This is an optimization exercise on Yosys and OpenROAD, whose aim is small area, not a production implementation.
Function was checked by simulation only, so behaviour that the tests miss may differ from the original.
Power and IR drop assume default switching activity.

==> flow/design.v <==
`timescale 1ns / 1ps
module pushButton(input logic clk, pb,
                  output logic pb_out);
logic Q1,Q2,Q2_bar;
always @ (posedge clk) 
begin
       Q1 <= pb ;
       Q2 <= Q1;
end
assign Q2_bar = ~Q2;
assign pb_out = Q1 & Q2_bar;
endmodule
module mainMemory(input logic clk, reset, we,
                  input logic [3:0] wAddr,
                  input logic [3:0] rAddr,
                  input logic [7:0] data,
                  output logic [7:0] out);
    logic [7:0] RAM [16];
    genvar k;
    generate
        for (k = 0; k < 16; k = k + 1) begin : word
            always_ff @(posedge clk)
                if (reset || (we && wAddr == k))
                    RAM[k] <= reset ? 8'(k) : data;
        end
    endgenerate
    assign out = RAM[rAddr];
endmodule
module sevSeg(input logic clk, reset,
              input logic [1:0] mode,  
              input logic [7:0] data,
              input logic [3:0] addr,
              output logic a, b, c, d, e, f, g, dp,
              output logic [3:0] an);
    logic [3:0] count;
    always_ff @(posedge clk, posedge reset)
        if (reset)
            count <= 4'b0;
        else
            count <= count + 1;
    logic [1:0] dig;
    assign dig = count[3:2];
    logic [3:0] hv;
    always_comb
        case (dig)
            2'b00: hv = data[3:0];
            2'b01: hv = data[7:4];
            default: hv = (mode == 2'b00) ? addr : 4'd12;  
        endcase
    logic [6:0] hex;
    always_comb
        case (hv)
            4'd0:  hex = 7'b0000001;
            4'd1:  hex = 7'b1001111;
            4'd2:  hex = 7'b0010010;
            4'd3:  hex = 7'b0000110;
            4'd4:  hex = 7'b1001100;
            4'd5:  hex = 7'b0100100;
            4'd6:  hex = 7'b0100000;
            4'd7:  hex = 7'b0001111;
            4'd8:  hex = 7'b0000000;
            4'd9:  hex = 7'b0000100;
            4'd10: hex = 7'b0001000;
            4'd11: hex = 7'b1100000;
            4'd12: hex = 7'b0110001;
            4'd13: hex = 7'b1000010;
            4'd14: hex = 7'b0110000;
            default: hex = 7'b0111000;
        endcase
    logic [6:0] seg;
    always_comb begin
        if (mode == 2'b11)
            seg = 7'b1111110;                        
        else if (dig == 2'b10)
            seg = (mode == 2'b01) ? 7'b1110110 :     
                  (mode == 2'b10) ? 7'b1111111 : 7'b1111110;
        else if (dig == 2'b11 && mode == 2'b10)
            seg = 7'b1111111;
        else
            seg = hex;
    end
    assign {a, b, c, d, e, f, g} = seg;
    assign dp = 1'b1;
    always_comb
        case (dig)
            2'b00: an = 4'b1110;
            2'b01: an = 4'b1101;
            2'b10: an = 4'b1011;
            default: an = 4'b0111;
        endcase
endmodule
module hlsm(input logic clk, reset,
            input logic next, prev, compute, counter, enter,
            input logic [3:0] addr,
            input logic [7:0] rd,           
            output logic [3:0] rAddr,       
            output logic [3:0] dAddr,       
            output logic we,
            output logic [1:0] mode,
            output logic [7:0] out);
    localparam logic [2:0] INIT = 3'd0, WAIT = 3'd1, ENT = 3'd2, CLR = 3'd3,
                           SUM = 3'd4, DSUM = 3'd5, DCNT = 3'd6;
    logic [2:0] state, nextstate;
    logic [4:0] c;           
    logic [7:0] sum;
    logic done;              
    logic [3:0] addrReg, addr_q;
    wire inSum  = (state == SUM);
    wire endSum = inSum & c[4];
    wire endDsp = c[4] & c[3] & c[2] & c[1];    
    always_comb begin
        nextstate = state;
        case (state)
            INIT: nextstate = WAIT;
            WAIT: if (compute) nextstate = CLR;
                  else if (enter) nextstate = ENT;
                  else if (counter) nextstate = DCNT;
            ENT:  nextstate = WAIT;
            CLR:  nextstate = SUM;
            SUM:  if (c[4]) nextstate = DSUM;
            DSUM, DCNT: if (endDsp) nextstate = WAIT;
            default: nextstate = INIT;
        endcase
    end
    always_ff @(posedge clk, posedge reset)
        if (reset) begin
            state <= INIT;
            c <= 0;
            done <= 0;
        end else begin
            state <= nextstate;
            c <= ((inSum & ~c[4]) | state == DSUM | state == DCNT) ? c + 5'd1 : 5'd0;
            if (endSum) done <= 1'b1;
        end
    always_ff @(posedge clk)
        if (state == CLR)
            sum <= 0;
        else if (inSum & ~c[4])
            sum <= sum - rd;
    always_ff @(posedge clk)
        addr_q <= addr;
    always_ff @(posedge clk, posedge reset)
        if (reset)
            addrReg <= 0;
        else if (next)
            addrReg <= addrReg + 1;
        else if (prev)
            addrReg <= addrReg - 1;
        else if (addr_q != addr)
            addrReg <= addr;
    always_comb
        case (state)
            WAIT, ENT, CLR: mode = 2'b00;
            DSUM: mode = 2'b01;
            DCNT: mode = 2'b10;
            default: mode = 2'b11;
        endcase
    assign we = (state == ENT);
    assign rAddr = inSum ? c[3:0] : addrReg;
    assign dAddr = addrReg;
    assign out = (state == DSUM) ? sum : {3'b000, done, 4'b0000};
endmodule
module topModule(input logic clk, reset,
                 input logic [3:0] wAddr,  
                 input logic [7:0] data,  
                 input logic next, prev, compute, counter, enter,  
                 output logic a, b, c, d, e, f, g, dp,  
                 output logic [3:0] an,  
                 output logic [7:0] lData,
                 output logic [3:0] lAddr,
                 output logic lReset
    );
logic nextB, prevB, computeB, counterB, enterB;
logic we;
logic [3:0] rAddr, dAddr;
logic [1:0] mode;
logic [7:0] rd, outCntrl, dataSSeg;
pushButton n(clk, next, nextB);
pushButton p(clk, prev, prevB);
pushButton cmp(clk, compute, computeB);
pushButton cnt(clk, counter, counterB);
pushButton ent(clk, enter, enterB);
hlsm HighLevelSM(.clk, .reset, .next(nextB), .prev(prevB), .compute(computeB),
                 .counter(counterB), .enter(enterB), .addr(wAddr), .rd,
                 .rAddr, .dAddr, .we, .mode, .out(outCntrl));
mainMemory memory(.clk, .reset, .we, .wAddr, .rAddr, .data, .out(rd));
assign dataSSeg = (mode == 2'b00) ? rd : outCntrl;
sevSeg sevenSegment(clk, reset, mode, dataSSeg, dAddr, a, b, c, d, e, f, g, dp, an);
assign lData = data;
assign lAddr = wAddr;
assign lReset = reset;
endmodule
==> flow/config.mk <==
export PLATFORM = sky130hd
export DESIGN_NAME = topModule
export DESIGN_NICKNAME = topModule
export VERILOG_FILES = /design/flow/design.v
export SDC_FILE = /design/flow/constraint.sdc
export NUM_CORES = 4
export LEC_CHECK = 0
export CAP_MARGIN = 20
export CORE_MARGIN = 2
export CORE_UTILIZATION = 65
export CTS_BUF_LIST = sky130_fd_sc_hd__clkbuf_8
export SLEW_MARGIN = 20
==> flow/constraint.sdc <==
create_clock -name core_clock -period 10.0 [get_ports {clk}]
set_input_delay 2.0000 -clock core_clock [delete_from_list [all_inputs] [get_ports {clk}]]
set_output_delay 2.0000 -clock core_clock [all_outputs]
set_load 0.01 [all_outputs]
standard.sh (not shown) runs the stock make flow with config.mk's settings and CLKGATE_MAP_FILE= SYNTH_SCRIPT=/design/flow/synth_recipe.tcl, a recipe that flattens the netlist after the stock synthesis.
==> flow/flow/run.sh <==
#!/bin/bash
# Layout flow: the standard flow (standard.sh), with two changes:
#  - ABC maps the logic with an area-only script (no buffering or upsizing;
#    the placer's repair steps size and buffer what timing needs);
#  - the port buffers are the smallest buffer cell.
# The synthesis is otherwise the standard flow's own (synth_recipe.tcl, ORFS synth.tcl).
set -euo pipefail
here=$PWD
sed "s#source \$::env(SCRIPTS_DIR)/synth.tcl#source $here/area_synth.tcl#" synth_recipe.tcl > area_synth_recipe.tcl
sed "s#^  log_cmd abc {\*}\$abc_args#  set abc_args [lreplace \$abc_args 1 1 $here/flow/abc_area.script]\n  log_cmd abc {*}\$abc_args#" \
    "$FLOW_HOME/scripts/synth.tcl" > area_synth.tcl
grep -q "area_synth.tcl" area_synth_recipe.tcl
grep -q "abc_area.script" area_synth.tcl
bash standard.sh SYNTH_SCRIPT=$here/area_synth_recipe.tcl \
    "BUFFER_PORTS_ARGS=-buffer_cell sky130_fd_sc_hd__buf_1" finish > flow_make.log 2>&1
==> flow/flow/abc_area.script <==
strash
dch
amap
strash
dch
amap
topo
The starting point finished clean.
Then changed:
==> flow/run.sh (new file) <==
#!/bin/bash
# synth_recipe.tcl (not shown) runs the flow's synth.tcl, then flattens the netlist and writes it again
# the make line also repeats each setting of config.mk as NAME=value (left out here)
make -C /OpenROAD-flow-scripts/flow DESIGN_CONFIG=/design/flow/config.mk WORK_HOME=/design/flow/orfs CLKGATE_MAP_FILE= SYNTH_SCRIPT=/design/flow/synth_recipe.tcl finish
--- a/flow/config.mk
+++ b/flow/config.mk
@@ -7,6 +7,6 @@
 export LEC_CHECK = 0
+export ABC_AREA = 1
 export CAP_MARGIN = 20
 export CORE_MARGIN = 2
-export CORE_UTILIZATION = 65
-export CTS_BUF_LIST = sky130_fd_sc_hd__clkbuf_8
+export CORE_UTILIZATION = 40
 export SLEW_MARGIN = 20
removed: flow/flow/run.sh
removed: flow/flow/abc_area.script
removed: flow/standard.sh
Effect: The changed run completed without violations; power rises by 9.6%; worst setup slack improved by 2.5 ns; final area rises by 17%; synthesized cell count came out higher by about 40%; global-route usage decreases by 14 points; fmax is higher by 40%; critical path depth rose by 4; routed wire length increases by about 5.5%; via count is higher by about 8%; core utilization decreases by 25 points.

port drivers added, routing unchanged:
No port has a modelled driver above. Below, the same layouts with a new extraction and two added sets of constraints.
Step 1 assumes that a clkbuf_16 drives the clock port and a buf_2 every other input.
Step 2 times the ports against the registers' clock, not the clock port: input delays grow and output delays shrink by t, the midpoint of the rising clock arrivals with the driver on.
a / b / c = ideal / step 1 / step 2; a / b = the first two.
run	t (ns)	setup WS [ns]	worst slew at a driven data input, ns
the first run	0.492	1.320 / 1.280 / 1.773	0.03
the second run	0.463	3.813 / 3.770 / 4.233	0.03
After both steps setup and hold are still met in every run listed.
